From an optimization exercise on the open Yosys and OpenROAD flow, aimed at small area and a short achievable clock period; shortcuts taken in it are not production practice. No functional check of the RTL was part of any run shown here. The flow treats the clock pin as an ideal source. Dropping or thinning the clock tree relies on that and would not hold on a real chip. Power and IR drop assume default switching activity.

==> flow/config.mk <==
export PLATFORM = sky130hd
export DESIGN_NAME = ADDER_TREE
export DESIGN_NICKNAME = ADDER_TREE
export VERILOG_FILES = /design/flow/design.v
export SDC_FILE = /design/flow/constraint.sdc
export NUM_CORES = 4
export LEC_CHECK = 0
export CAP_MARGIN = 20
export CORE_MARGIN = 2
export CORE_UTILIZATION = 60
export SETUP_SLACK_MARGIN = 2.2
export SLEW_MARGIN = 20
==> flow/standard.sh <==
#!/bin/bash
# synth_recipe.tcl (not shown) runs the flow's synth.tcl, then flattens the netlist and writes it again
# the make line also repeats each setting of config.mk as NAME=value (left out here)
make -C /OpenROAD-flow-scripts/flow DESIGN_CONFIG=/design/flow/config.mk WORK_HOME=/design/flow/orfs CLKGATE_MAP_FILE= SYNTH_SCRIPT=/design/flow/synth_recipe.tcl "${@:-finish}"
==> flow/flow/run.sh <==
#!/bin/bash
# The standard layout (standard.sh) with three changes to how it is made:
# plain buffers on the ports instead of the delay cells buffer_ports picks
# by default, and clock tree synthesis with larger sink clusters and without
# dummy loads.
set -euo pipefail
export BUFFER_PORTS_ARGS="-buffer_cell sky130_fd_sc_hd__buf_1"
export CTS_ARGS="-sink_clustering_enable -repair_clock_nets -dont_use_dummy_load -buf_list {sky130_fd_sc_hd__clkbuf_8}"
bash standard.sh > standard_make.log 2>&1
==> flow/design.v <==
module ADDER_TREE #(parameter DATA_IN_WIDTH = 8, DATA_OUT_WIDTH = 16)
  (clk, rst_n, ena, data_in1, data_in2, data_out, done, pipe);
  input clk, rst_n, ena;
  input [DATA_IN_WIDTH - 1:0] data_in1, data_in2;
  output [DATA_OUT_WIDTH:0] data_out;
  output done;
  output [6:0] pipe;
  reg        done;
  reg [6:0]  pipe;
  reg [7:0] a1, b1;
  always @(posedge clk)
    if (ena) begin
      a1 <= data_in1;
      b1 <= data_in2;
    end
  wire hs1 = (a1[3] & b1[0]) ^ (a1[2] & b1[1]);
  wire hc2 = (a1[3] & b1[0]) & (a1[2] & b1[1]);
  wire fs3 = (a1[4] & b1[0]) ^ (a1[3] & b1[1]) ^ (a1[2] & b1[2]);
  wire fc4 = ((a1[4] & b1[0]) & (a1[3] & b1[1])) | ((a1[4] & b1[0]) & (a1[2] & b1[2])) | ((a1[3] & b1[1]) & (a1[2] & b1[2]));
  wire fs5 = (a1[5] & b1[0]) ^ (a1[4] & b1[1]) ^ (a1[3] & b1[2]);
  wire fc6 = ((a1[5] & b1[0]) & (a1[4] & b1[1])) | ((a1[5] & b1[0]) & (a1[3] & b1[2])) | ((a1[4] & b1[1]) & (a1[3] & b1[2]));
  wire fs7 = (a1[6] & b1[0]) ^ (a1[5] & b1[1]) ^ (a1[4] & b1[2]);
  wire fc8 = ((a1[6] & b1[0]) & (a1[5] & b1[1])) | ((a1[6] & b1[0]) & (a1[4] & b1[2])) | ((a1[5] & b1[1]) & (a1[4] & b1[2]));
  wire fs9 = (a1[7] & b1[0]) ^ (a1[6] & b1[1]) ^ (a1[5] & b1[2]);
  wire fc10 = ((a1[7] & b1[0]) & (a1[6] & b1[1])) | ((a1[7] & b1[0]) & (a1[5] & b1[2])) | ((a1[6] & b1[1]) & (a1[5] & b1[2]));
  wire fs11 = ~(a1[7] & b1[0]) ^ ~(a1[7] & b1[1]) ^ (a1[6] & b1[2]);
  wire fc12 = (~(a1[7] & b1[0]) & ~(a1[7] & b1[1])) | (~(a1[7] & b1[0]) & (a1[6] & b1[2])) | (~(a1[7] & b1[1]) & (a1[6] & b1[2]));
  wire hs13 = (a1[2] & b1[0]) ^ (a1[1] & b1[1]);
  wire hc14 = (a1[2] & b1[0]) & (a1[1] & b1[1]);
  wire fs15 = hs1 ^ (a1[1] & b1[2]) ^ (a1[0] & b1[3]);
  wire fc16 = (hs1 & (a1[1] & b1[2])) | (hs1 & (a1[0] & b1[3])) | ((a1[1] & b1[2]) & (a1[0] & b1[3]));
  wire fs17 = hc2 ^ fs3 ^ (a1[1] & b1[3]);
  wire fc18 = (hc2 & fs3) | (hc2 & (a1[1] & b1[3])) | (fs3 & (a1[1] & b1[3]));
  wire fs19 = fc4 ^ fs5 ^ (a1[2] & b1[3]);
  wire fc20 = (fc4 & fs5) | (fc4 & (a1[2] & b1[3])) | (fs5 & (a1[2] & b1[3]));
  wire fs21 = fc6 ^ fs7 ^ (a1[3] & b1[3]);
  wire fc22 = (fc6 & fs7) | (fc6 & (a1[3] & b1[3])) | (fs7 & (a1[3] & b1[3]));
  wire fs23 = fc8 ^ fs9 ^ (a1[4] & b1[3]);
  wire fc24 = (fc8 & fs9) | (fc8 & (a1[4] & b1[3])) | (fs9 & (a1[4] & b1[3]));
  wire fs25 = fc10 ^ fs11 ^ (a1[5] & b1[3]);
  wire fc26 = (fc10 & fs11) | (fc10 & (a1[5] & b1[3])) | (fs11 & (a1[5] & b1[3]));
  wire fs27 = fc12 ^ ~(a1[7] & b1[2]) ^ (a1[6] & b1[3]);
  wire fc28 = (fc12 & ~(a1[7] & b1[2])) | (fc12 & (a1[6] & b1[3])) | (~(a1[7] & b1[2]) & (a1[6] & b1[3]));
  reg [20:0] t2;
  reg [7:0] a2;
  reg [7:4] b2;
  always @(posedge clk) begin
    t2[0] <= (a1[0] & b1[0]);    
    t2[1] <= (a1[1] & b1[0]);    
    t2[2] <= (a1[0] & b1[1]);    
    t2[3] <= hs13;    
    t2[4] <= (a1[0] & b1[2]);    
    t2[5] <= hc14;    
    t2[6] <= fs15;    
    t2[7] <= fc16;    
    t2[8] <= fs17;    
    t2[9] <= fc18;    
    t2[10] <= fs19;    
    t2[11] <= fc20;    
    t2[12] <= fs21;    
    t2[13] <= fc22;    
    t2[14] <= fs23;    
    t2[15] <= fc24;    
    t2[16] <= fs25;    
    t2[17] <= fc26;    
    t2[18] <= fs27;    
    t2[19] <= fc28;    
    t2[20] <= ~(a1[7] & b1[3]);    
    a2 <= a1;
    b2 <= b1[7:4];
  end
  wire [4:0] sum29 = {1'b0, t2[5], t2[3], t2[1], t2[0]} + {1'b0, t2[6], t2[4], t2[2], 1'b0} + 1'b0;
  wire hs30 = t2[9] ^ t2[10];
  wire hc31 = t2[9] & t2[10];
  wire fs32 = t2[11] ^ t2[12] ^ (a2[2] & b2[4]);
  wire fc33 = (t2[11] & t2[12]) | (t2[11] & (a2[2] & b2[4])) | (t2[12] & (a2[2] & b2[4]));
  wire fs34 = t2[13] ^ t2[14] ^ (a2[3] & b2[4]);
  wire fc35 = (t2[13] & t2[14]) | (t2[13] & (a2[3] & b2[4])) | (t2[14] & (a2[3] & b2[4]));
  wire fs36 = t2[15] ^ t2[16] ^ (a2[4] & b2[4]);
  wire fc37 = (t2[15] & t2[16]) | (t2[15] & (a2[4] & b2[4])) | (t2[16] & (a2[4] & b2[4]));
  wire fs38 = t2[17] ^ t2[18] ^ (a2[5] & b2[4]);
  wire fc39 = (t2[17] & t2[18]) | (t2[17] & (a2[5] & b2[4])) | (t2[18] & (a2[5] & b2[4]));
  wire fs40 = t2[19] ^ t2[20] ^ (a2[6] & b2[4]);
  wire fc41 = (t2[19] & t2[20]) | (t2[19] & (a2[6] & b2[4])) | (t2[20] & (a2[6] & b2[4]));
  wire hs42 = t2[7] ^ t2[8];
  wire hc43 = t2[7] & t2[8];
  wire fs44 = hs30 ^ (a2[1] & b2[4]) ^ (a2[0] & b2[5]);
  wire fc45 = (hs30 & (a2[1] & b2[4])) | (hs30 & (a2[0] & b2[5])) | ((a2[1] & b2[4]) & (a2[0] & b2[5]));
  wire fs46 = hc31 ^ fs32 ^ (a2[1] & b2[5]);
  wire fc47 = (hc31 & fs32) | (hc31 & (a2[1] & b2[5])) | (fs32 & (a2[1] & b2[5]));
  wire fs48 = fc33 ^ fs34 ^ (a2[2] & b2[5]);
  wire fc49 = (fc33 & fs34) | (fc33 & (a2[2] & b2[5])) | (fs34 & (a2[2] & b2[5]));
  wire fs50 = fc35 ^ fs36 ^ (a2[3] & b2[5]);
  wire fc51 = (fc35 & fs36) | (fc35 & (a2[3] & b2[5])) | (fs36 & (a2[3] & b2[5]));
  wire fs52 = fc37 ^ fs38 ^ (a2[4] & b2[5]);
  wire fc53 = (fc37 & fs38) | (fc37 & (a2[4] & b2[5])) | (fs38 & (a2[4] & b2[5]));
  wire fs54 = fc39 ^ fs40 ^ (a2[5] & b2[5]);
  wire fc55 = (fc39 & fs40) | (fc39 & (a2[5] & b2[5])) | (fs40 & (a2[5] & b2[5]));
  wire fs56 = fc41 ^ ~(a2[7] & b2[4]) ^ (a2[6] & b2[5]);
  wire fc57 = (fc41 & ~(a2[7] & b2[4])) | (fc41 & (a2[6] & b2[5])) | (~(a2[7] & b2[4]) & (a2[6] & b2[5]));
  reg [21:0] t3;
  reg cy3;
  reg [7:0] a3;
  reg [7:6] b3;
  always @(posedge clk) begin
    t3[0] <= sum29[0];    
    t3[1] <= sum29[1];    
    t3[2] <= sum29[2];    
    t3[3] <= sum29[3];    
    t3[4] <= hs42;    
    t3[5] <= (a2[0] & b2[4]);    
    t3[6] <= hc43;    
    t3[7] <= fs44;    
    t3[8] <= fc45;    
    t3[9] <= fs46;    
    t3[10] <= fc47;    
    t3[11] <= fs48;    
    t3[12] <= fc49;    
    t3[13] <= fs50;    
    t3[14] <= fc51;    
    t3[15] <= fs52;    
    t3[16] <= fc53;    
    t3[17] <= fs54;    
    t3[18] <= fc55;    
    t3[19] <= fs56;    
    t3[20] <= fc57;    
    t3[21] <= ~(a2[7] & b2[5]);    
    cy3 <= sum29[4];    
    a3 <= a2;
    b3 <= b2[7:6];
  end
  wire [2:0] sum58 = {1'b0, t3[6], t3[4]} + {1'b0, t3[7], t3[5]} + cy3;
  wire hs59 = t3[10] ^ t3[11];
  wire hc60 = t3[10] & t3[11];
  wire fs61 = t3[12] ^ t3[13] ^ (a3[2] & b3[6]);
  wire fc62 = (t3[12] & t3[13]) | (t3[12] & (a3[2] & b3[6])) | (t3[13] & (a3[2] & b3[6]));
  wire fs63 = t3[14] ^ t3[15] ^ (a3[3] & b3[6]);
  wire fc64 = (t3[14] & t3[15]) | (t3[14] & (a3[3] & b3[6])) | (t3[15] & (a3[3] & b3[6]));
  wire fs65 = t3[16] ^ t3[17] ^ (a3[4] & b3[6]);
  wire fc66 = (t3[16] & t3[17]) | (t3[16] & (a3[4] & b3[6])) | (t3[17] & (a3[4] & b3[6]));
  wire fs67 = t3[18] ^ t3[19] ^ (a3[5] & b3[6]);
  wire fc68 = (t3[18] & t3[19]) | (t3[18] & (a3[5] & b3[6])) | (t3[19] & (a3[5] & b3[6]));
  wire fs69 = t3[20] ^ t3[21] ^ (a3[6] & b3[6]);
  wire fc70 = (t3[20] & t3[21]) | (t3[20] & (a3[6] & b3[6])) | (t3[21] & (a3[6] & b3[6]));
  wire hs71 = t3[8] ^ t3[9];
  wire hc72 = t3[8] & t3[9];
  wire fs73 = hs59 ^ (a3[1] & b3[6]) ^ (a3[0] & b3[7]);
  wire fc74 = (hs59 & (a3[1] & b3[6])) | (hs59 & (a3[0] & b3[7])) | ((a3[1] & b3[6]) & (a3[0] & b3[7]));
  wire fs75 = hc60 ^ fs61 ^ (a3[1] & b3[7]);
  wire fc76 = (hc60 & fs61) | (hc60 & (a3[1] & b3[7])) | (fs61 & (a3[1] & b3[7]));
  wire fs77 = fc62 ^ fs63 ^ (a3[2] & b3[7]);
  wire fc78 = (fc62 & fs63) | (fc62 & (a3[2] & b3[7])) | (fs63 & (a3[2] & b3[7]));
  wire fs79 = fc64 ^ fs65 ^ (a3[3] & b3[7]);
  wire fc80 = (fc64 & fs65) | (fc64 & (a3[3] & b3[7])) | (fs65 & (a3[3] & b3[7]));
  wire fs81 = fc66 ^ fs67 ^ (a3[4] & b3[7]);
  wire fc82 = (fc66 & fs67) | (fc66 & (a3[4] & b3[7])) | (fs67 & (a3[4] & b3[7]));
  wire fs83 = fc68 ^ fs69 ^ (a3[5] & b3[7]);
  wire fc84 = (fc68 & fs69) | (fc68 & (a3[5] & b3[7])) | (fs69 & (a3[5] & b3[7]));
  wire fs85 = fc70 ^ ~(a3[7] & b3[6]) ^ (a3[6] & b3[7]);
  wire fc86 = (fc70 & ~(a3[7] & b3[6])) | (fc70 & (a3[6] & b3[7])) | (~(a3[7] & b3[6]) & (a3[6] & b3[7]));
  reg [23:0] t4;
  reg cy4;
  always @(posedge clk) begin
    t4[0] <= t3[0];    
    t4[1] <= t3[1];    
    t4[2] <= t3[2];    
    t4[3] <= t3[3];    
    t4[4] <= sum58[0];    
    t4[5] <= sum58[1];    
    t4[6] <= hs71;    
    t4[7] <= (a3[0] & b3[6]);    
    t4[8] <= hc72;    
    t4[9] <= fs73;    
    t4[10] <= fc74;    
    t4[11] <= fs75;    
    t4[12] <= fc76;    
    t4[13] <= fs77;    
    t4[14] <= fc78;    
    t4[15] <= fs79;    
    t4[16] <= fc80;    
    t4[17] <= fs81;    
    t4[18] <= fc82;    
    t4[19] <= fs83;    
    t4[20] <= fc84;    
    t4[21] <= fs85;    
    t4[22] <= fc86;    
    t4[23] <= ~(a3[7] & b3[7]);    
    cy4 <= sum58[2];    
  end
  wire [5:0] sum87 = {1'b0, t4[14], t4[12], t4[10], t4[8], t4[6]} + {1'b0, t4[15], t4[13], t4[11], t4[9], t4[7]} + cy4;
  reg [18:0] t5;
  reg cy5;
  always @(posedge clk) begin
    t5[0] <= t4[0];    
    t5[1] <= t4[1];    
    t5[2] <= t4[2];    
    t5[3] <= t4[3];    
    t5[4] <= t4[4];    
    t5[5] <= t4[5];    
    t5[6] <= sum87[0];    
    t5[7] <= sum87[1];    
    t5[8] <= sum87[2];    
    t5[9] <= sum87[3];    
    t5[10] <= sum87[4];    
    t5[11] <= t4[16];    
    t5[12] <= t4[17];    
    t5[13] <= t4[18];    
    t5[14] <= t4[19];    
    t5[15] <= t4[20];    
    t5[16] <= t4[21];    
    t5[17] <= t4[22];    
    t5[18] <= t4[23];    
    cy5 <= sum87[5];    
  end
  wire [4:0] sum88 = {1'b0, t5[17], t5[15], t5[13], t5[11]} + {1'b0, t5[18], t5[16], t5[14], t5[12]} + cy5;
  reg [15:0] t6;
  always @(posedge clk) begin
    t6[0] <= t5[0];    
    t6[1] <= t5[1];    
    t6[2] <= t5[2];    
    t6[3] <= t5[3];    
    t6[4] <= t5[4];    
    t6[5] <= t5[5];    
    t6[6] <= t5[6];    
    t6[7] <= t5[7];    
    t6[8] <= t5[8];    
    t6[9] <= t5[9];    
    t6[10] <= t5[10];    
    t6[11] <= sum88[0];    
    t6[12] <= sum88[1];    
    t6[13] <= sum88[2];    
    t6[14] <= sum88[3];    
    t6[15] <= sum88[4];    
  end
  wire [15:0] prod = {t6[15], t6[14], t6[13], t6[12], t6[11], t6[10], t6[9], t6[8], t6[7], t6[6], t6[5], t6[4], t6[3], t6[2], t6[1], t6[0]} ^ 16'h8000;
  reg [15:0] x7;
  always @(posedge clk) x7 <= prod;
  reg [15:0] p8;
  reg        pipe0;
  always @(posedge clk or negedge rst_n) begin
    if (!rst_n) begin
      pipe  <= 7'b0;
      pipe0 <= 1'b0;
      done  <= 1'b0;
      p8    <= 16'b0;
    end else begin
      pipe  <= {pipe[5:1], pipe0, pipe[0] | ena};
      pipe0 <= pipe0 | ena;
      done  <= pipe[6];
      p8    <= x7 & {16{pipe[6]}};
    end
  end
  assign data_out = {p8[15], p8};
endmodule
==> flow/constraint.sdc <==
create_clock -name core_clock -period 4.0 [get_ports {clk}]
set_input_delay 0.8000 -clock core_clock [delete_from_list [all_inputs] [get_ports {clk}]]
set_output_delay 0.8000 -clock core_clock [all_outputs]
set_load 0.01 [all_outputs]
==> results of run 1 <==
-- worst reg2reg max path: stages (launching register included) --
cell and delay, ps:
edfxtp_1 490, nand2_1 120, fa_1 570, inv_2 40, fa_1 430
-- repair_timing --
action                     4_1_cts  5_1_grt
setup endpoints to repair        6       17
pin swaps                        0        6
hold endpoints to repair         0        0
setup buffers                    6        2
gates resized for setup          2       19
-- stage by stage --
stage          total power, mW  area [um2]  worst slack [ps]
6_report                  4.25        6450              2210
3_5_place_dp              3.44        6120              2100
2_1_floorplan             3.21        5800              2230
4_1_cts                   4.31        6400              2180
3_3_place_gp              3.40        6120              2170
5_1_grt                   4.59        6450              2140
-- final timing paths --
check | slack, ps | cells after the start | endpoint
worst min-delay path | 280 | 0 | t5[0]
min in group asynchronous | 290 | 1 | pipe[3]
worst max register to register | 2220 | 4 | t2[16]
max in group asynchronous | 3040 | 2 | p8[11]
worst min register to register | 280 | 0 | t5[0]
worst max-delay path | 2210 | 1 | pipe[6]
-- power by group through the flow --
| stage | Combinational [mW] | Clock, mW | Sequential, mW |
|---|---|---|---|
| after CTS | 0.815 | 0.899 | 2.59 |
| after global routing | 0.958 | 0.980 | 2.65 |
| after detailed placement | 0.804 | 0 | 2.64 |
| after floorplan | 0.580 | 0 | 2.63 |
| after global placement | 0.778 | 0 | 2.62 |
| final | 0.804 | 0.863 | 2.58 |
-- kinds of logic after synthesis --
| kind of cell | after synthesis |
|---|---|
| AO/OA/AOI/OAI | 9 |
| buffers and inverters | 36 |
| flip-flops | 184 |
| adder cells (fa/ha/maj) | 59 |
| AND/OR/NAND/NOR | 90 |
| XOR/XNOR | 6 |
-- layout make-up --
cell class | instances | area share [%]
sequential | 184 | 61.6
multi-input combinational | 164 | 26.3
timing repair buffer | 52 | 4.02
inverter | 34 | 1.98
tap | 129 | 2.50
clock buffer | 17 | 3.63
-- per-layer routing --
layer / GRT usage, % / vias to the layer above
met4: 7.28 / 0
li1: - / 1303
met1: 16.7 / 1232
met3: 4.99 / 8
met5: 0 / -
met2: 23.9 / 66
-- state kept, by name, summed over array words and instances, names as in the netlist, 4 cells and up --
| name | cells |
|---|---|
| pipe | 7 |
| a3 | 8 |
| t6 | 16 |
| p8 | 16 |
| t3 | 22 |
| a2 | 8 |
| t5 | 19 |
| x7 | 16 |
| a1 | 8 |
| t4 | 24 |
| b1 | 8 |
| b2 | 4 |
| t2 | 21 |
-- synth_stat cells --
cell type / n
dfxtp_1: 143
and2_1: 60
fa_1: 43
inv_1: 34
dfrtp_1: 25
nand2_1: 20
edfxtp_1: 16
ha_1: 16
nor2_1: 4
xnor2_1: 4
a21o_1: 2
a21oi_1: 2
nand2b_1: 2
or2_2: 2
xor2_1: 2
a211o_1: 1
a221oi_2: 1
buf_4: 1
clkbuf_1: 1
nor2b_1: 1
nor2b_4: 1
o211ai_1: 1
o21ai_0: 1
o21ai_1: 1
==> reports/qor.txt, run 1 <==
status - no timing/DRC/antenna violations
post-synthesis cell area - 0.00580 mm2
Post-Synth Simple-Gate Area - 8.80%
total CTS buffers - 17
H-Tree Depth - 4
worst path required time - 3200 ps
via count - 2609
synth warn - 1
Switching Power - 1.05 mW
Slowest cell on crit path - dfrtp_2
1st-iter DRT viols - 33
Clock power frac - 20.3%
crit path DAT - 990 ps
total global routing track utilization - 14.4%
number of global-route vias before repair - 2644
initial antenna violation count - 0
area added between synthesis and finish - 11.2%
Seq pwr share - 60.8%
max cap viols - 0
Synth Area in Compound Gates - 1.14%
initial core utilization - 62.2%
# DRC - 0
IO Pins - 44
Peak supply drop - 0.000330 V
Remaining Overflow, GRT - 0
core area - 0.00933 mm2
final setup fails - 0
synth top area cells - dfxtp_1, fa_1, dfrtp_1
Final Hold Violating Endpoints - 0
Max Slew Vio Count - 0
hold crit path type - register to register
Crit path max-delay family - flip-flops
WS Path Type - register to output port
DRT Pass-1 Iters - 4
Fillers - 676
Die H - 102 um
Tcrit/Tclk final - 44.8%
Core Util, Final - 69.1%
clk sinks - 184
WL final - 6390 um
met3 WL - 304 um
top-area cell type share of the netlist area - 49.4%
CTS root buffer - clkbuf_8
Cell variety after synth - 24
CTS tree - done
Fin Clk Skew - 42.5 ps
first-pass GRT wire length - 11300 um
post-synth top area cell - dfxtp_1
# diodes - 0
Fin Hold WS - 276 ps
Final nets - 531
top sig layer - met4
Pint - 3.20 mW
maximum clock rate - 558 MHz
Site Rows - 35
combinational family with the most area after synthesis - adder cells
post-route ant nets - 0
Skew-Pair Late Insertion Delay - 440 ps
hold_buf cts - 0
Sequential Area - 0.00397 mm2
power density cells - 659 mW/mm2
part of the power in combinational logic - 18.9%
Critical Path End Type - output port
relative max-transition margin - 44.3%
Syn Area/Cell - 15.1 um2
Fin Setup TNS - 0 ps
critical path launch point type - register
CP bufs+invs - 1
HP Start - t4[0]
share of layout cells above drive strength 1 - 10.2%
CTS Buffer Depth - 2
wire length per cell - 11.0 um
crit path from - pipe[6]
area occupied by multi-input gates - 0.00170 mm2
placed cells - 555
mux cell area share after synthesis - 0%
leakage power - 2.80 nW
most frequent cells in the layout - dfxtp_1, and2_1, fa_1
M1 WL - 2890 um
met2 WL - 3090 um
cells along the critical path - buf_6
largest net degree at the start of global routing - 22
RSZ-0062 raised after global routing - yes
Die Wd - 102 um
register area share after synthesis - 68.5%
RePlAce Congestion - 0.786
CTS clk-pin slew, worst paths - 110 ps
largest stage delay on the critical path - 430 ps
cell count after synthesis - 384
area of the die - 0.0105 mm2
Tmin final - 1790 ps
Synth Area in XOR/XNOR - 0.906%
post-DP HPWL - 4790 um
switch share - 24.8%
Via density - 4.50
crit-path max FO - 2
Finished Layout Cells - 580
worst reg2reg startpoint - b1[2]
Mapped Nets - 462
commonest non-fill, non-tap cell in the layout - dfxtp_1
Synth Area in Adders - 18.3%
IO buf count - 43
#FFs+latches synth - 184
Slew @ Worst Pin - 836 ps
==> run 2, diff against run 1 <==
--- a/flow/design.v
+++ b/flow/design.v
@@ -8,11 +8,10 @@
   reg        done;
   reg [6:0]  pipe;
   reg [7:0] a1, b1;
-  always @(posedge clk)
-    if (ena) begin
-      a1 <= data_in1;
-      b1 <= data_in2;
-    end
+  always @(posedge clk) begin
+    a1 <= (data_in1 & {8{ena}}) | (a1 & {8{~ena}});
+    b1 <= (data_in2 & {8{ena}}) | (b1 & {8{~ena}});
+  end
   wire hs1 = (a1[3] & b1[0]) ^ (a1[2] & b1[1]);
   wire hc2 = (a1[3] & b1[0]) & (a1[2] & b1[1]);
   wire fs3 = (a1[4] & b1[0]) ^ (a1[3] & b1[1]) ^ (a1[2] & b1[2]);
@@ -236,18 +235,20 @@
   reg [15:0] x7;
   always @(posedge clk) x7 <= prod;
   reg [15:0] p8;
-  reg        pipe0;
+  reg        pipe0, valid;
   always @(posedge clk or negedge rst_n) begin
     if (!rst_n) begin
       pipe  <= 7'b0;
       pipe0 <= 1'b0;
+      valid <= 1'b0;
       done  <= 1'b0;
       p8    <= 16'b0;
     end else begin
       pipe  <= {pipe[5:1], pipe0, pipe[0] | ena};
       pipe0 <= pipe0 | ena;
-      done  <= pipe[6];
-      p8    <= x7 & {16{pipe[6]}};
+      valid <= valid | pipe[5];
+      done  <= valid;
+      p8    <= x7 & {16{valid}};
     end
   end
   assign data_out = {p8[15], p8};
==> flow/flow/run.sh (replaced) <==
#!/bin/bash
# The standard layout (standard.sh) with these changes to how it is made:
# - plain buffers on the ports instead of the delay cells buffer_ports picks
#   by default;
# - after clock tree synthesis, flow/clock_tree.tcl replaces the clock tree
#   with a balanced two-level tree: four root buffers fed by the clock port,
#   each driving the leaf buffers of one region; every register sees one root
#   and one leaf buffer.
set -euo pipefail
export BUFFER_PORTS_ARGS="-buffer_cell sky130_fd_sc_hd__buf_1"
export CTS_ARGS="-sink_clustering_enable -repair_clock_nets -dont_use_dummy_load -buf_list {sky130_fd_sc_hd__clkbuf_8}"
export POST_CTS_TCL="$PWD/flow/clock_tree.tcl"
export CLOCK_TREE_ROOTS=4
export CLOCK_TREE_LEAVES=12
export CLOCK_TREE_ROOT_CELL=sky130_fd_sc_hd__clkbuf_8
export CLOCK_TREE_LEAF_CELL=sky130_fd_sc_hd__clkbuf_8
bash standard.sh > standard_make.log 2>&1
==> flow/flow/clock_tree.tcl (new file) <==
set nroot 4
set nleaf 8
set rootmaster sky130_fd_sc_hd__clkbuf_8
set leafmaster sky130_fd_sc_hd__clkbuf_16
foreach {v e} {nroot CLOCK_TREE_ROOTS nleaf CLOCK_TREE_LEAVES rootmaster CLOCK_TREE_ROOT_CELL leafmaster CLOCK_TREE_LEAF_CELL} {
  if {[info exists ::env($e)]} { set $v $::env($e) }
}

set block [ord::get_db_block]
set db [ord::get_db]
set port_net [$block findNet clk]

# walk the clock network from the port: buffers/inverters of the tree, sinks
set tree_insts {}
set tree_nets {}
set sinks {}
set todo [list $port_net]
while {[llength $todo]} {
  set net [lindex $todo 0]
  set todo [lrange $todo 1 end]
  foreach it [$net getITerms] {
    if {![$it isInputSignal]} { continue }
    set inst [$it getInst]
    set m [[$inst getMaster] getName]
    if {[string match "*clkbuf*" $m] || [string match "*clkinv*" $m] || [string match "sky130_fd_sc_hd__buf_*" $m] || [string match "*clkdlybuf*" $m] || [string match "*bufinv*" $m]} {
      lappend tree_insts $inst
      foreach ot [$inst getITerms] {
        if {[$ot isOutputSignal] && [$ot getNet] ne "NULL"} {
          lappend todo [$ot getNet]
          lappend tree_nets [$ot getNet]
        }
      }
    } else {
      lappend sinks $it
    }
  }
}
puts "clock_tree: [llength $tree_insts] tree cells, [llength $sinks] sinks"

# disconnect sinks, delete old tree
foreach it $sinks { $it disconnect }
foreach inst $tree_insts { odb::dbInst_destroy $inst }
foreach net $tree_nets { odb::dbNet_destroy $net }

# group sinks by location: recursive bisection along the longer side
proc sink_xy {it} {
  set inst [$it getInst]
  set b [$inst getBBox]
  return [list [expr {([$b xMin] + [$b xMax]) / 2}] [expr {([$b yMin] + [$b yMax]) / 2}]]
}
proc bisect {items n} {
  if {$n <= 1 || [llength $items] < 2} { return [list $items] }
  set xs {}; set ys {}
  foreach it $items { lassign [sink_xy $it] x y; lappend xs $x; lappend ys $y }
  set xs [lsort -integer $xs]; set ys [lsort -integer $ys]
  set dx [expr {[lindex $xs end] - [lindex $xs 0]}]
  set dy [expr {[lindex $ys end] - [lindex $ys 0]}]
  set axis [expr {$dx >= $dy ? 0 : 1}]
  set keyed {}
  foreach it $items { lappend keyed [list [lindex [sink_xy $it] $axis] $it] }
  set keyed [lsort -integer -index 0 $keyed]
  set n1 [expr {$n / 2}]
  set cut [expr {[llength $keyed] * $n1 / $n}]
  set a {}; set b {}
  set i 0
  foreach k $keyed { if {$i < $cut} { lappend a [lindex $k 1] } else { lappend b [lindex $k 1] }; incr i }
  return [concat [bisect $a $n1] [bisect $b [expr {$n - $n1}]]]
}
proc new_buffer {block master name in_net loads x y} {
  set net [odb::dbNet_create $block "${name}_net"]
  $net setSigType CLOCK
  set inst [odb::dbInst_create $block $master $name]
  $inst setSourceType TIMING
  $inst setLocation $x $y
  $inst setPlacementStatus PLACED
  [$inst findITerm A] connect $in_net
  [$inst findITerm X] connect $net
  foreach it $loads { $it connect $net }
  return $inst
}
proc centroid {items} {
  set sx 0; set sy 0
  foreach it $items { lassign [sink_xy $it] x y; incr sx $x; incr sy $y }
  return [list [expr {$sx / [llength $items]}] [expr {$sy / [llength $items]}]]
}
proc bisect_groups {groups n} {
  if {$n <= 1 || [llength $groups] < 2} { return [list $groups] }
  set xs {}; set ys {}
  foreach g $groups { lassign [centroid $g] x y; lappend xs $x; lappend ys $y }
  set xs [lsort -integer $xs]; set ys [lsort -integer $ys]
  set axis [expr {([lindex $xs end] - [lindex $xs 0]) >= ([lindex $ys end] - [lindex $ys 0]) ? 0 : 1}]
  set keyed {}
  foreach g $groups { lappend keyed [list [lindex [centroid $g] $axis] $g] }
  set keyed [lsort -integer -index 0 $keyed]
  set n1 [expr {$n / 2}]
  set cut [expr {[llength $keyed] * $n1 / $n}]
  set a {}; set b {}
  set i 0
  foreach k $keyed { if {$i < $cut} { lappend a [lindex $k 1] } else { lappend b [lindex $k 1] }; incr i }
  return [concat [bisect_groups $a $n1] [bisect_groups $b [expr {$n - $n1}]]]
}
set groups [bisect $sinks $nleaf]
if {$nroot == 0} {
  # one level: the port drives the leaf buffers directly
  set lmaster [$db findMaster $leafmaster]
  set l 0
  foreach g $groups {
    lassign [centroid $g] cx cy
    new_buffer $block $lmaster "clkbuf_leaf$l" $port_net $g $cx $cy
    puts "clock_tree: leaf $l drives [llength $g] sinks at ($cx, $cy)"
    incr l
  }
  set rootgroups {}
} else {
set rootgroups [bisect_groups $groups $nroot]
set rmaster [$db findMaster $rootmaster]
set lmaster [$db findMaster $leafmaster]
set r 0
set l 0
foreach rg $rootgroups {
  set all {}
  foreach g $rg { set all [concat $all $g] }
  lassign [centroid $all] rx ry
  set rnet [odb::dbNet_create $block "clknet_root$r"]
  $rnet setSigType CLOCK
  set rinst [odb::dbInst_create $block $rmaster "clkbuf_root$r"]
  $rinst setSourceType TIMING
  $rinst setLocation $rx $ry
  $rinst setPlacementStatus PLACED
  [$rinst findITerm A] connect $port_net
  [$rinst findITerm X] connect $rnet
  foreach g $rg {
    lassign [centroid $g] cx cy
    new_buffer $block $lmaster "clkbuf_leaf$l" $rnet $g $cx $cy
    puts "clock_tree: root $r leaf $l drives [llength $g] sinks at ($cx, $cy)"
    incr l
  }
  incr r
}
}
$port_net setSigType CLOCK
detailed_placement
check_placement
estimate_parasitics -placement
--- a/flow/config.mk
+++ b/flow/config.mk
@@ -8,5 +8,5 @@
 export CAP_MARGIN = 20
 export CORE_MARGIN = 2
 export CORE_UTILIZATION = 60
-export SETUP_SLACK_MARGIN = 2.2
+export SETUP_SLACK_MARGIN = 2.45
 export SLEW_MARGIN = 20
==> reports/qor.txt, run 2 <==
status - no timing/DRC/antenna violations
DRT Pass-1 Iters - 4 (unchanged)
Biggest register - t4
prevailing post-synth register cell - dfxtp_1
IO buf count - 43 (unchanged)
#FFs+latches synth - 185 (+0.54%)
Fin Clk Skew - 12.0 ps (-30.5 ps)
Slew @ Worst Pin - 392 ps (-444 ps)
register area share after synthesis - 68.5% (about the same)
Site Rows - 35 (unchanged)
initial core utilization - 62.5% (+0.34 points)
Peak supply drop - 0.000395 V (+20%)
clk sinks - 185 (+0.54%)
Syn Area/Cell - 15.1 um2 (about the same)
RSZ-0062 raised after global routing - yes
worst path required time - 4230 ps (+1030 ps)
relative max-transition margin - 73.9% (+30 points)
post-DP HPWL - 4890 um (+2.0%)
Max Slew Vio Count - 0 (unchanged)
Tcrit/Tclk final - 45.1% (+0.33 points)
post-route design area - 0.00666 mm2 (+3.2%)
Remaining Overflow, GRT - 0 (unchanged)
top-area cell type share of the netlist area - 49.1% (-0.26 points)
Critical Path End Type - register
critical path launch point type - register
Fillers - 631 (-6.7%)
synth top area cells - dfxtp_1, fa_1, dfrtp_1
power density cells - 646 mW/mm2 (-2.0%)
1st-iter DRT viols - 32 (-3.0%)
WS Path Type - register to register
WL final - 6830 um (+6.9%)
Slowest cell on crit path - fa_2
max cap viols - 0 (unchanged)
most frequent cell after synthesis - dfxtp_1
post-route ant nets - 0 (unchanged)
area of the die - 0.0105 mm2 (+0.52%)
Crit path max-delay family - adder cells
FFs w/ async S/R, synth - 14.1% (+0.47 points)
Skew-Pair Late Insertion Delay - 290 ps (-150 ps)
synth cell count leaders - dfxtp_1, and2_1, fa_1, inv_1, dfrtp_1
crit-path max FO - 5 (+3)
Final nets - 539 (+1.5%)
total global routing track utilization - 14.5% (+0.10 points)
share of layout cells above drive strength 1 - 21.8% (+12 points)
# DRC - 0 (unchanged)
max FFs per register - 24 (unchanged)
number of global-route vias before repair - 2811 (+6.3%)
Mapped Nets - 464 (+0.43%)
largest net degree at the start of global routing - 27 (+23%)
post-synthesis cell area - 0.00583 mm2 (+0.54%)
final setup fails - 0 (unchanged)
synth warn - 1 (unchanged)
commonest non-fill, non-tap cell in the layout - dfxtp_1
cell count after synthesis - 386 (+0.52%)
Die Wd - 103 um (+0.26%)
maximum clock rate - 554 MHz (-0.72%)
CTS clk-pin slew, worst paths - 90 ps (-20 ps)
core area - 0.00933 mm2 (unchanged)
largest stage delay on the critical path - 540 ps (+110 ps)
Final Hold Violating Endpoints - 0 (unchanged)
Largest regs - t4 x24, t3 x22, t2 x21
most frequent cells in the layout - dfxtp_1, and2_1, fa_1
RePlAce Congestion - 0.804 (+2.3%)
post-synth top area cell - dfxtp_1
Tmin final - 1810 ps (+13.0 ps)
area added between synthesis and finish - 14.2%
placed inst area - 0.00616 mm2 (+0.63%)
Die H - 103 um (+0.26%)
Final WS setup - 2190 ps (-13.0 ps)
pre-CTS WS - 2170 ps (+71.4 ps)
first-pass GRT wire length - 11800 um (+3.8%)
# diodes - 0 (unchanged)
CP bufs+invs - 1 (unchanged)
hold crit path type - register to register
Fin Setup TNS - 0 ps (unchanged)
crit path DAT - 2040 ps (+1050 ps)
most numerous cell on the critical path - fa_2
via count - 2661 (+2.0%)
initial antenna violation count - 0 (unchanged)
cells along the critical path - and2_4 > fa_2 > inv_2 > fa_2
Cell variety after synth - 24 (unchanged)
IO Pins - 44 (unchanged)
leakage power - 2.91 nW (+3.9%)
wire length per cell - 11.6 um (+5.5%)
Post-synth EDFFs - 16 (unchanged)
Via density - 4.53 (+0.61%)
[run 2: cell count changes after synthesis]
cell / change
dfrtp_1: +1
or2_2: +1
[run 2: final cells by class, without the clock buffers]
| cell class | count | area (um2) | area share [%] |
|---|---|---|---|
| flip-flops and latches | 185 | 4000 | 60.2 |
| repair buffers | 59 | 353 | 5.30 |
| well taps | 129 | 161 | 2.42 |
| multi-input cells | 165 | 1790 | 26.9 |
| inverters | 34 | 128 | 1.92 |
[run 2: through the flow]
| stage | hold slack (ps) | total power [mW] | util, % | std cells |
|---|---|---|---|---|
| floorplan | 310 | 3.22 | - | 386 |
| global placement | 310 | 3.41 | 66.0 | 557 |
| detailed placement | 312 | 3.47 | 66.0 | 557 |
| global route | 317 | 4.64 | 71.4 | 588 |
| finish | 322 | 4.30 | 71.4 | 588 |
[run 2: metal layers]
layer  vias up  GRT usage, %  share of wire (%)
met3        21          3.19                4.5
met1      1258          16.5                 42
met2        63          25.6                 50
met4         0          7.69                3.5
met5         -             0                  0
li1       1319             -                  -
[run 2: final timing paths]
| kind | from | endpoint | slack, ps | cells after the start |
|---|---|---|---|---|
| worst max register to register | register | t2[16] | 2190 | 4 |
| worst min register to register | b2[6] | b3[6] | 320 | 0 |
| worst max-delay path | register | t2[16] | 2190 | 4 |
| max in group asynchronous | rst_n | pipe[0] | 3230 | 2 |
| worst min-delay path | b2[6] | b3[6] | 320 | 0 |
| min in group asynchronous | rst_n | p8[5] | 510 | 2 |
[run 2: cells by family (layout without fill, tap and decap cells)]
| group | count (synthesis) | in the layout | share of synthesized area [%] |
|---|---|---|---|
| AO/OA/AOI/OAI | 9 | 9 | 1.14 |
| adder cells (fa/ha/maj) | 59 | 59 | 18.2 |
| flip-flops | 185 | 185 | 68.5 |
| AND/OR/NAND/NOR | 91 | 91 | 8.86 |
| XOR/XNOR | 6 | 6 | 0.901 |
| buffers and inverters | 36 | 109 | 2.38 |
[run 2: report_power, final]
group	leakage (nW)	total, mW	switching, mW	internal, mW
registers	1.63	2.60	0.173	2.43
logic	1.17	0.862	0.420	0.442
clock network	0.115	0.834	0.471	0.363
total	2.91	4.30	1.06	3.23
==> run 3, diff against run 2 <==
--- a/flow/flow/run.sh
+++ b/flow/flow/run.sh
@@ -11,7 +11,7 @@
 export CTS_ARGS="-sink_clustering_enable -repair_clock_nets -dont_use_dummy_load -buf_list {sky130_fd_sc_hd__clkbuf_8}"
 export POST_CTS_TCL="$PWD/flow/clock_tree.tcl"
 export CLOCK_TREE_ROOTS=4
-export CLOCK_TREE_LEAVES=12
+export CLOCK_TREE_LEAVES=8
 export CLOCK_TREE_ROOT_CELL=sky130_fd_sc_hd__clkbuf_8
-export CLOCK_TREE_LEAF_CELL=sky130_fd_sc_hd__clkbuf_8
+export CLOCK_TREE_LEAF_CELL=sky130_fd_sc_hd__clkbuf_16
 bash standard.sh > standard_make.log 2>&1
==> reports/qor.txt, run 3 <==
Biggest register - t4
max FFs per register - 24 (unchanged)
DRT Pass-1 Iters - 4 (unchanged)
IO buf count - 43 (unchanged)
Site Rows - 35 (unchanged)
Fillers - 625 (-0.95%)
Die H - 103 um (unchanged)
Final nets - 533 (-1.1%)
synth warn - 1 (unchanged)
FFs w/ async S/R, synth - 14.1% (unchanged)
WS Path Type - register to register
synth cell count leaders - dfxtp_1, and2_1, fa_1, inv_1, dfrtp_1
commonest non-fill, non-tap cell in the layout - dfxtp_1
Syn Area/Cell - 15.1 um2 (unchanged)
area of the die - 0.0105 mm2 (unchanged)
Largest regs - t4 x24, t3 x22, t2 x21
core area - 0.00933 mm2 (unchanged)
# DRC - 0 (unchanged)
Peak supply drop - 0.000331 V (-16%)
Fin Clk Skew - 9.58 ps (-2.44 ps)
Tmin final - 1790 ps (-13.7 ps)
total global routing track utilization - 14.3% (-0.24 points)
post-route ant nets - 0 (unchanged)
power density cells - 656 mW/mm2 (+1.6%)
worst path required time - 4240 ps (about the same)
critical path launch point type - register
post-DP HPWL - 4890 um (unchanged)
Post-synth EDFFs - 16 (unchanged)
area added between synthesis and finish - 14.5%
initial antenna violation count - 0 (unchanged)
RSZ-0062 raised after global routing - yes
Cell variety after synth - 24 (unchanged)
CTS clk-pin slew, worst paths - 80 ps (about the same)
first-pass GRT wire length - 11600 um (-1.5%)
Fin Setup TNS - 0 ps (unchanged)
hold crit path type - register to register
Tot Pwr - 4.38 mW (+1.9%)
prevailing post-synth register cell - dfxtp_1
share of layout cells above drive strength 1 - 20.8% (-1.0 points)
synth top area cells - dfxtp_1, fa_1, dfrtp_1
final setup fails - 0 (unchanged)
status - no timing/DRC/antenna violations
largest net degree at the start of global routing - 27 (unchanged)
crit-path max FO - 3 (-2)
maximum clock rate - 558 MHz (+0.76%)
Tcrit/Tclk final - 44.8% (-0.34 points)
Critical Path End Type - register
wire length per cell - 11.6 um (about the same)
post-synthesis cell area - 0.00583 mm2 (unchanged)
#FFs+latches synth - 185 (unchanged)
WL final - 6760 um (-1.1%)
clk sinks - 185 (unchanged)
Remaining Overflow, GRT - 0 (unchanged)
1st-iter DRT viols - 33 (+3.1%)
IO Pins - 44 (unchanged)
cell count after synthesis - 386 (unchanged)
leakage power - 2.91 nW (about the same)
# diodes - 0 (unchanged)
Die Wd - 103 um (unchanged)
Skew-Pair Late Insertion Delay - 280 ps (about the same)
relative max-transition margin - 74.1% (+0.24 points)
post-synth top area cell - dfxtp_1
most frequent cell after synthesis - dfxtp_1
most frequent cells in the layout - dfxtp_1, and2_1, fa_1
RePlAce Congestion - 0.804 (unchanged)
crit path DAT - 2030 ps (about the same)
number of global-route vias before repair - 2772 (-1.4%)
register area share after synthesis - 68.5% (unchanged)
via count - 2630 (-1.2%)
Via density - 4.52 (-0.15%)
Slew @ Worst Pin - 388 ps (-3.62 ps)
max cap viols - 0 (unchanged)
Max Slew Vio Count - 0 (unchanged)
initial core utilization - 62.5% (unchanged)
Final Hold Violating Endpoints - 0 (unchanged)
top-area cell type share of the netlist area - 49.1% (unchanged)
Mapped Nets - 464 (unchanged)
run 3: cell counts after synthesis:
Identical to the previous run, type by type.
run 3: report_power, final:
part           internal, mW  switching, mW  leakage, nW
combinational         0.441          0.420         1.15
clock                 0.449          0.466        0.127
sequential             2.43          0.173         1.63
run 3: cells by family after synthesis:
group	after synthesis	synth area share [%]
flip-flops	185	68.5
AND/OR/NAND/NOR	91	8.86
adder cells (fa/ha/maj)	59	18.2
buffers and inverters	36	2.38
AO/OA/AOI/OAI	9	1.14
XOR/XNOR	6	0.901
run 3: worst paths after layout:
path	startpoint	end	slack [ps]	depth (start not counted)
min	b2[6]	b3[6]	330	0
max reg2reg	register	t2[16]	2210	4
max in group asynchronous	rst_n	p8[11]	3220	2
min in group asynchronous	rst_n	p8[6]	510	2
min reg2reg	b2[6]	b3[6]	330	0
max	register	t2[16]	2210	4
run 3: critical path, cell delays in order (launching register included):
cell and delay, ps:
edfxtp_1 460, and2_4 190, fa_2 550, inv_2 40
fa_2 500
run 3: cell type report, without the clock buffers:
class	count	area (um2)	share of cell area, %
Inverter	34	128	1.91
Tap cell	129	161	2.42
Timing Repair Buffer	57	342	5.12
Multi-Input combinational cell	165	1790	26.7
Sequential cell	185	4000	60.0
run 3: routing by layer:
layer	vias up	global-route usage (%)	share of wire, %
met1	1249	16.6	43
met3	13	3.80	4.2
met2	56	25.5	51
li1	1312	-	-
met4	0	5.03	2.2
met5	-	0	0
run 3: stage by stage:
step | setup WS [ps] | area, um2 | instances | utilization, % | hold WS (ps)
global placement | 2200 | 6160 | 557 | 66.0 | 310
finish | 2210 | 6680 | 582 | 71.6 | 329
global route | 2140 | 6680 | 582 | 71.6 | 334
floorplan | 2310 | 5840 | 386 | - | 310
detailed placement | 2170 | 6160 | 557 | 66.0 | 312

-- static timing again, ports no longer ideal --
No port has a modelled driver above. Below, the same layouts with a new extraction and two added sets of constraints. Step 1: set_driving_cell puts a clkbuf_16 on clk and a buf_2 on each other input, an assumption about the parent block. Step 2, shift: input delay + t, output delay - t, t = (earliest + latest rising clock arrival at the registers) / 2. This alone moves slack from input paths to output paths. Three values: ideal, step 1, step 2; two values: the first two.
run	shift t [ns]	setup slack, ns	hold WS [ns]	worst setup path at the end
run 1	0.451	2.208 / 2.176 / 2.166	0.276 / 0.276 / 0.276	input to register
run 2	0.344	2.195 / 2.195 / 2.195	0.322 / 0.322 / 0.322	register to register
run 3	0.341	2.208 / 2.208 / 2.208	0.329 / 0.329 / 0.329	register to register
After both steps setup and hold are still met in every run listed. For run 1, which loses most, drivers alone change the setup slack by -0.032 ns; drivers and shift together by -0.042 ns.
